From an optimization exercise on the open Yosys and OpenROAD flow, aimed at small area, a short achievable clock period and few clock cycles per item; shortcuts taken in it are not production practice.
At most, simulation tests tie the RTL to the original design; equivalence was not proved.

==> flow/design.v <==
module atan
(
    input                       clk         ,
    input                       rst_n       ,
    input                       trig        ,
    output                      vld         ,
    input       signed  [16:0]  para_in     ,
    output      signed  [11:0]  atany
);
reg         busy;
reg         vld_r;
reg  [8:1]  clr;     
reg  [18:0] x;
reg  [19:2] z;
reg  [11:1] acc;     
wire [8:0]  ct  = {clr, 1'b1};
wire [8:0]  h   = ct & ~{1'b0, ct[8:1]};      
always @(posedge clk or negedge rst_n)
    if (!rst_n) begin
        busy  <= 1'b0;
        vld_r <= 1'b0;
    end else begin
        busy  <= trig | (busy & ~clr[8]);
        vld_r <= busy & clr[8];
    end
assign vld = vld_r;
wire        s   = para_in[16];
wire [18:0] p4  = {para_in, 2'b00};
wire [18:0] y0  = s ? p4 + 19'd1024 : p4 - 19'd1024;
wire [18:0] x0  = s ? 19'd1024 - p4 : 19'd1024 + p4;
reg         d;
wire [19:0] zf  = {z, 2'b00};
wire [18:0] xm  = {x[18:1] & {10'h3FF, ~clr}, 1'b0};
wire [19:0] zn  = {zf[18:0], 1'b0} + ({1'b0, xm} ^ {20{d}}) + d;
wire [18:0] za  = zf[18:0] ^ {19{zf[19]}};
wire [33:0] ze  = {15'd0, za};
reg  [18:0] ty;
integer i, j;
always @(*) begin
    ty = 19'd0;
    for (i = 0; i < 8; i = i + 1)
        for (j = 0; j < 19; j = j + 1)
            ty[j] = ty[j] | (h[i] & ze[j + 2*i + 1]);
end
wire [18:0] xn  = x + ty + !d;
wire [11:0] k2  = ({12{h[0]}} & 12'd950) | ({12{h[1]}} & 12'd502) | ({12{h[2]}} & 12'd254)
                | {4'd0, h[3], h[4], h[5], h[6], h[7], h[8], 2'd0};
wire [11:1] accn = acc + (k2[11:1] & {11{d}});
always @(posedge clk) begin
    clr <= trig ? 8'd0 : {clr[7:1], 1'b1};
    x   <= trig ? x0 : xn;
    z   <= trig ? {y0[18], y0[18:2]} : zn[19:2];
    d   <= trig ? ~y0[18] : ~zn[19];
    acc <= trig ? (s ? 11'd1156 : 11'd1960) : accn;
end
wire        d9 = d;
wire [11:1] a1 = acc + 11'd1;
assign atany = {d9 ? a1 : acc, 1'b0};
endmodule
==> flow/config.mk <==
export PLATFORM = sky130hd
export DESIGN_NAME = atan
export DESIGN_NICKNAME = atan
export VERILOG_FILES = /design/flow/design.v
export SDC_FILE = /design/flow/constraint.sdc
export NUM_CORES = 4
export LEC_CHECK = 0
export ABC_AREA = 1
export CAP_MARGIN = 20
export CORE_MARGIN = 2
export CORE_UTILIZATION = 40
export SETUP_SLACK_MARGIN = 3
export SLEW_MARGIN = 20
==> flow/constraint.sdc <==
create_clock -name core_clock -period 6.0 [get_ports {clk}]
set_input_delay 1.2000 -clock core_clock [delete_from_list [all_inputs] [get_ports {clk}]]
set_output_delay 1.2000 -clock core_clock [all_outputs]
set_load 0.01 [all_outputs]
standard.sh (not shown) runs the stock make flow with config.mk's settings and CLKGATE_MAP_FILE= SYNTH_SCRIPT=/design/flow/synth_recipe.tcl, a recipe that flattens the netlist after the stock synthesis.
==> flow/flow/run.sh <==
#!/bin/bash
# Own layout flow: the standard flow (standard.sh, ORFS) with one change:
# the port buffers are the smallest buffer cell (every port still gets one).
# The make run writes its full output to a log of its own in this folder.
set -euo pipefail
here=$(pwd)
bash standard.sh \
  "BUFFER_PORTS_ARGS=-buffer_cell sky130_fd_sc_hd__buf_1" \
  finish > "$here/flow_make.log" 2>&1
Next try:
--- a/flow/design.v
+++ b/flow/design.v
@@ -29,5 +29,5 @@
 wire [18:0] y0  = s ? p4 + 19'd1024 : p4 - 19'd1024;
 wire [18:0] x0  = s ? 19'd1024 - p4 : 19'd1024 + p4;
-reg         d;
+wire        d   = ~z[19];
 wire [19:0] zf  = {z, 2'b00};
 wire [18:0] xm  = {x[18:1] & {10'h3FF, ~clr}, 1'b0};
@@ -51,8 +51,7 @@
     x   <= trig ? x0 : xn;
     z   <= trig ? {y0[18], y0[18:2]} : zn[19:2];
-    d   <= trig ? ~y0[18] : ~zn[19];
     acc <= trig ? (s ? 11'd1156 : 11'd1960) : accn;
 end
-wire        d9 = d;
+wire        d9 = ~z[19];
 wire [11:1] a1 = acc + 11'd1;
 assign atany = {d9 ? a1 : acc, 1'b0};
After rerunning: The new run completed without violations; sequential share of layout area went up by 0.32 points; final area went down by a few percent; first-iteration DRC count went down by about a fifth.
Testbench counts after the change, summed over its fixed seeds: cycles 24,008, items 2,400.
The RTL of the first run of this note was laid out without a check of its function.


Setup of run F:
// atan: RTL as listed in full above, without the edits since
Settings: LEC_CHECK=0, ABC_AREA=1, CAP_MARGIN=20, CORE_MARGIN=2, CORE_UTILIZATION=50, SETUP_SLACK_MARGIN=3, SLEW_MARGIN=20; clock period 6.0 ns.
Scripts as last shown in full above: flow/flow/run.sh
Setup changes, run F to run Z
==> flow/design.v <==
module atan
(
    input                       clk         ,
    input                       rst_n       ,
    input                       trig        ,
    output                      vld         ,
    input       signed  [16:0]  para_in     ,
    output      signed  [11:0]  atany
);
reg         busy;
reg         vld_r;
reg  [8:1]  clr;     
reg  [18:0] x;
reg  [19:2] z;
reg  [11:1] acc;     
wire [8:0]  ct  = {clr, 1'b1};
wire [8:0]  h   = ct & ~{1'b0, ct[8:1]};      
always @(posedge clk or negedge rst_n)
    if (!rst_n) begin
        busy  <= 1'b0;
        vld_r <= 1'b0;
    end else begin
        busy  <= trig | (busy & ~clr[8]);
        vld_r <= busy & clr[8];
    end
assign vld = vld_r;
wire        s   = para_in[16];
wire [18:0] p4  = {para_in, 2'b00};
wire [18:0] y0  = s ? p4 + 19'd1024 : p4 - 19'd1024;
wire [18:0] x0  = s ? 19'd1024 - p4 : 19'd1024 + p4;
wire        d   = ~z[19];
wire [19:0] zf  = {z, 2'b00};
wire [18:0] xm  = {x[18:1] & {10'h3FF, ~clr}, 1'b0};
wire [20:0] zc  = {zf[18:0], 1'b0, 1'b1} + {{1'b0, xm} ^ {20{d}}, d};
wire [19:0] zn  = zc[20:1];
wire [18:0] za  = zf[18:0] ^ {19{zf[19]}};
wire [33:0] ze  = {15'd0, za};
reg  [18:0] ty;
integer i, j;
always @(*) begin
    ty = 19'd0;
    for (i = 0; i < 8; i = i + 1)
        for (j = 0; j < 19; j = j + 1)
            ty[j] = ty[j] | (h[i] & ze[j + 2*i + 1]);
end
wire [19:0] xc  = {x, 1'b1} + {ty, !d};
wire [18:0] xn  = xc[19:1];
wire [11:0] k2  = ({12{h[0]}} & 12'd950) | ({12{h[1]}} & 12'd502) | ({12{h[2]}} & 12'd254)
                | {4'd0, h[3], h[4], h[5], h[6], h[7], h[8], 2'd0};
wire [11:1] accn = acc + (k2[11:1] & {11{d}});
always @(posedge clk) begin
    clr <= trig ? 8'd0 : {clr[7:1], 1'b1};
    x   <= trig ? x0 : xn;
    z   <= trig ? {y0[18], y0[18:2]} : zn[19:2];
    acc <= trig ? (s ? 11'd1156 : 11'd1960) : accn;
end
wire        d9 = ~z[19];
wire [11:1] a1 = acc + 11'd1;
assign atany = {d9 ? a1 : acc, 1'b0};
endmodule
Non-clock buffer count in the final layout is lower on run F. Across both runs, synthesis-to-layout area growth was higher for run Z than for run F. Changes observed in run Z relative to run F: global-route wire length before repair went up, worst reg2reg path depth up 2, post-layout minimum cycle time fell 0.011 ns. From run F to run Z the numbers moved as follows: final worst-path cycle share fell by 0.18 points; met3 demand-to-capacity share in global routing rose by 0.49 points. Post-synthesis net count, run Z and run F, higher one = run Z. The lower synthesized cell count of run Z and run F is in run F. Compared to run F, run Z shows a wider setup margin.
No functional check of the RTL was part of any run of this note.

[what the ideal ports hide]
Ports are ideal in the flow. The routed layouts listed here were re-timed in OpenROAD.
Step 1 (the two cells are an assumption about what drives the block):
set clk [get_ports {clk}]
set_driving_cell -lib_cell sky130_fd_sc_hd__clkbuf_16 $clk
set_driving_cell -lib_cell sky130_fd_sc_hd__buf_2 [delete_from_list [all_inputs] $clk]
Step 2 also shifts input and output timing later by t, the mid clock arrival at the registers, as if the neighbouring blocks saw the same clock.
Three values: ideal, step 1, step 2; two values: the first two.
| run | shift t [ns] | slack for setup (ns) | clock arrival spread, ns | worst register clock-pin slew, ns |
|---|---|---|---|---|
| the first run of note 1 | 0.377 | 3.114 / 3.078 / 2.957 | 0.009 / 0.008 | 0.06 / 0.06 |
| the second run of note 1 | 0.381 | 3.115 / 3.078 / 2.761 | 0.008 / 0.009 | 0.06 / 0.06 |
| run F | 0.386 | 3.090 / 3.049 / 2.949 | 0.008 / 0.009 | 0.06 / 0.06 |
| run Z | 0.381 | 3.101 / 3.060 / 2.971 | 0.007 / 0.007 | 0.06 / 0.06 |
After both steps every run listed still meets setup and hold. For the second run of note 1, which loses most, drivers alone change the setup slack by -0.037 ns; drivers and shift together by -0.354 ns.
